Context: an optimization exercise on an open-source flow, tuned for small area, a short achievable clock period and few clock cycles per item. The choices shown serve that exercise and are no tape-out recipe. Where RTL was checked, it was by simulation tests only, not by an equivalence proof against the original.

==> flow/design.v (excerpt) <==
module ysyx_22040228multiplier (
    input  wire        clk,
    input  wire        rst,
    input  wire        mult_ready,
    input  wire [7:0]  inst_opcode,
    input  wire [63:0] mult_op1,
    input  wire [63:0] mult_op2,
    output wire [63:0] product_val,
    output wire        mult_finish
);
clock: 6.5 ns
lec_check: 0
cap_margin: 20
core_margin: 2
core_utilization: 40
place_density: 0.6
setup_slack_margin: 1.4
slew_margin: 20
run.sh (not shown) runs the stock make flow with config.mk's settings and CLKGATE_MAP_FILE= SYNTH_SCRIPT=/design/flow/synth_recipe.tcl, a recipe that flattens the netlist after the stock synthesis.
Testbench counts at the start, summed over its fixed seeds: cycles 16,163, items 3,200.
Edit:
CORE_UTILIZATION = 45   (was 40)
PLACE_DENSITY = 0.7   (was 0.6)
SETUP_SLACK_MARGIN = 1.2   (was 1.4)
Cell area decreases by 0.74%.
Global-route usage went up by 3.5 points.
Worst hold slack is about the same.
Edit:
CORE_UTILIZATION = 40   (was 45)
PLACE_DENSITY = 0.6   (was 0.7)
SETUP_SLACK_MARGIN = not set   (was 1.2)
=> Cell area drops by 3.5%. Wire length drops by 0.48%. Utilization drops by 7.2 points.
Edit:
SETUP_SLACK_MARGIN = 1.0   (was not set)
Worst hold slack barely changes.
Non-clock buffer count is higher by 31.
Worst setup slack is better by 610 ps.
First-iteration DRC count rose by 5.5%.
Critical path depth drops by 1.
Core utilization grows by 1.1 points.
Synthesized cell count is unchanged.
Maximum frequency grows by 11%.

========
## epsilon
The RTL this note starts from:
==> flow/design.v <==
module ysyx_22040228multiplier (
    input  wire        clk,
    input  wire        rst,
    input  wire        mult_ready,
    input  wire [7:0]  inst_opcode,
    input  wire [63:0] mult_op1,
    input  wire [63:0] mult_op2,
    output wire [63:0] product_val,
    output wire        mult_finish
);
    localparam K  = 8;               
    localparam G  = 64 / K + 1;      
    localparam GW = 4;               
    localparam W  = 65 + K;          
    wire op_mul    = (inst_opcode == 8'b00001110);
    wire op_mulh   = (inst_opcode == 8'b00011100);
    wire op_mulhsu = (inst_opcode == 8'b00111000);
    wire op_mulhu  = (inst_opcode == 8'b01110000);
    wire op_mulw   = (inst_opcode == 8'b11100000);
    wire lowmode   = op_mul | op_mulw;           
    wire sa        = ~op_mulhu;
    wire sb        = ~(op_mulhu | op_mulhsu);
    wire [64:0] a65 = op_mulw ? {{33{mult_op1[31]}}, mult_op1[31:0]} : {sa & mult_op1[63], mult_op1};
    wire [64:0] b65 = op_mulw ? {{33{mult_op2[31]}}, mult_op2[31:0]} : {sb & mult_op2[63], mult_op2};
    wire [G-1:0] fits_a, fits_b;
    genvar gi;
    generate
        for (gi = 1; gi <= G; gi = gi + 1) begin : g_fit
            if (gi * K >= 65) begin : g_all
                assign fits_a[gi-1] = 1'b1;
                assign fits_b[gi-1] = 1'b1;
            end else begin : g_chk
                assign fits_a[gi-1] = (&a65[64:gi*K-1]) | ~(|a65[64:gi*K-1]);
                assign fits_b[gi-1] = (&b65[64:gi*K-1]) | ~(|b65[64:gi*K-1]);
            end
        end
    endgenerate
    wire swap = |(fits_a & ~fits_b);
    wire [64:0] mp = swap ? a65 : b65;
    wire [64:0] mc = swap ? b65 : a65;
    wire [G-1:0] fits = swap ? fits_a : fits_b;
    reg [GW-1:0] nm1;
    integer i;
    always @(*) begin
        nm1 = G - 1;
        for (i = G - 1; i >= 1; i = i - 1)
            if (fits[i-1]) nm1 = i - 1;
    end
    wire [G*K+1:0] mpx = {{(G*K+1-65){mp[64]}}, mp, 1'b0};
    function [K:0] grp;
        input [GW-1:0] g;
        integer j;
        begin
            grp = {(K+1){1'b0}};
            for (j = 0; j < G; j = j + 1)
                if (g == j) grp = mpx[j*K +: K+1];
        end
    endfunction
    reg          busy;      
    reg          stepping;  
    reg          fin;
    reg          first;     
    reg          lsb;       
    reg [GW-1:0] cur;       
    reg [GW-1:0] last_r;    
    reg [K:0]    grp_r;
    reg [64:0]   mc_r;
    reg [W-1:0]  acc;
    wire start = mult_ready & ~busy;
    wire is_last = lsb ? (cur == last_r) : (cur == {GW{1'b0}});
    wire [GW-1:0] nxt = lsb ? cur + 1'b1 : cur - 1'b1;
    wire [GW-1:0] first_idx = lowmode ? nm1 : {GW{1'b0}};
    always @(posedge clk) begin
        if (rst) begin
            busy     <= 1'b0;
            stepping <= 1'b0;
            fin      <= 1'b0;
        end else if (start) begin
            busy     <= 1'b1;
            stepping <= 1'b1;
            fin      <= 1'b0;
        end else if (busy) begin
            if (fin | ~mult_ready) begin
                busy     <= 1'b0;
                stepping <= 1'b0;
                fin      <= 1'b0;
            end else if (stepping & is_last) begin
                stepping <= 1'b0;
                fin      <= 1'b1;
            end
        end
    end
    always @(posedge clk) begin
        mc_r  <= mc;
        first <= start;
        if (start) begin
            lsb    <= ~lowmode;
            cur    <= first_idx;
            last_r <= nm1;
            grp_r  <= grp(first_idx);
        end else begin
            cur    <= nxt;
            grp_r  <= grp(nxt);
        end
    end
    wire [W-1:0] mcx = {{(W-65){mc_r[64]}}, mc_r};
    reg  [W-1:0] ppsum;
    reg  [W-1:0] negv;
    integer d;
    reg [2:0] bd;
    reg [W-1:0] sel;
    reg b_one, b_two, b_neg;
    always @(*) begin
        ppsum = {W{1'b0}};
        negv  = {W{1'b0}};
        for (d = 0; d < K / 2; d = d + 1) begin
            bd    = grp_r[2*d +: 3];
            b_neg = bd[2];
            b_one = bd[1] ^ bd[0];
            b_two = (bd == 3'b011) | (bd == 3'b100);
            sel   = ({W{b_one}} & mcx) | ({W{b_two}} & (mcx << 1));
            ppsum = ppsum + (({W{b_neg}} ^ sel) << (2 * d));
            negv[2*d] = b_neg;
        end
    end
    wire [W-1:0] x = first ? {W{1'b0}} :
                     lsb   ? {{K{acc[W-1]}}, acc[W-1:K]} :
                             {acc[W-1-K:0], {K{1'b0}}};
    wire [W-1:0] s = x + ppsum + negv;
    always @(posedge clk) acc <= s;
    wire [GW-1:0] u = (64 / K) - last_r;               
    wire signed [W-1:0] accs = acc;
    wire signed [W-1:0] hi = accs >>> (u * K);
    assign product_val = op_mul  ? acc[63:0] :
                         op_mulw ? {{32{acc[31]}}, acc[31:0]} :
                         (op_mulh | op_mulhsu | op_mulhu) ? hi[63:0] : 64'd0;
    assign mult_finish = fin;
endmodule
clock: 6.5 ns
lec_check: 0
cap_margin: 20
core_margin: 2
core_utilization: 40
place_density: 0.6
setup_slack_margin: 2.5
slew_margin: 20
tns_end_percent: 100
The flow did not stop early for epsilon: all stages ran, and the layout cleared the timing, DRC and antenna checks.
[inputs] delta vs epsilon
--- a/flow/config.mk
+++ b/flow/config.mk
@@ -12 +11,0 @@
-export SETUP_SLACK_MARGIN = 2.5
@@ -14 +12,0 @@
-export TNS_END_PERCENT = 100
==> comparison <==
- Final worst-path cycle share was lower in epsilon than in delta.
- Global-route met2 utilization, epsilon and delta: higher on epsilon
- Minimum clock period delta for delta relative to epsilon: 0.16 ns higher
- Summary of delta over epsilon: number of cells after detailed placement saw an increase.
Function was not checked in any run of this note: the RTL went through the layout flow alone.

-- afterwards: timing with drivers on the ports --
No port has a modelled driver above. Below, the same layouts with a new extraction and two added sets of constraints. Step 1 assumes that a clkbuf_16 drives the clock port and a buf_2 every other input. Step 2 adds t to the input delays and takes it off the output delays; t is the mean of the earliest and latest rising clock arrival at the registers after step 1. Input paths then give back, and output paths get back, about the clock's delay inside the block. a / b / c = ideal ports / drivers / drivers and shift; a / b = the first two.
| run | shift t [ns] | slack for setup (ns) | worst setup path after step 2 | worst slew at a driven data input, ns | pins driven straight from the clock port |
|---|---|---|---|---|---|
| the first run of note 1 | 0.546 | 1.206 / 1.145 / 0.943 | input to register | 0.05 | 1 |
| the second run of note 1 | 0.550 | 1.100 / 1.041 / 0.827 | input to register | 0.04 | 1 |
| the third run of note 1 | 0.547 | 0.413 / 0.352 / 0.529 | input to output | 0.05 | 1 |
| the fourth run of note 1 | 0.548 | 1.020 / 0.959 / 0.888 | input to register | 0.05 | 1 |
| epsilon | 0.555 | 0.439 / 0.439 / 0.397 | input to register | 0.05 | 1 |
| delta | 0.504 | 0.274 / 0.308 / -0.195 | input to register | 0.05 | 1 |
With both steps, setup timing fails in delta, where it was met with ideal ports. For delta, which loses most, drivers alone change the setup slack by +0.034 ns; drivers and shift together by -0.469 ns.
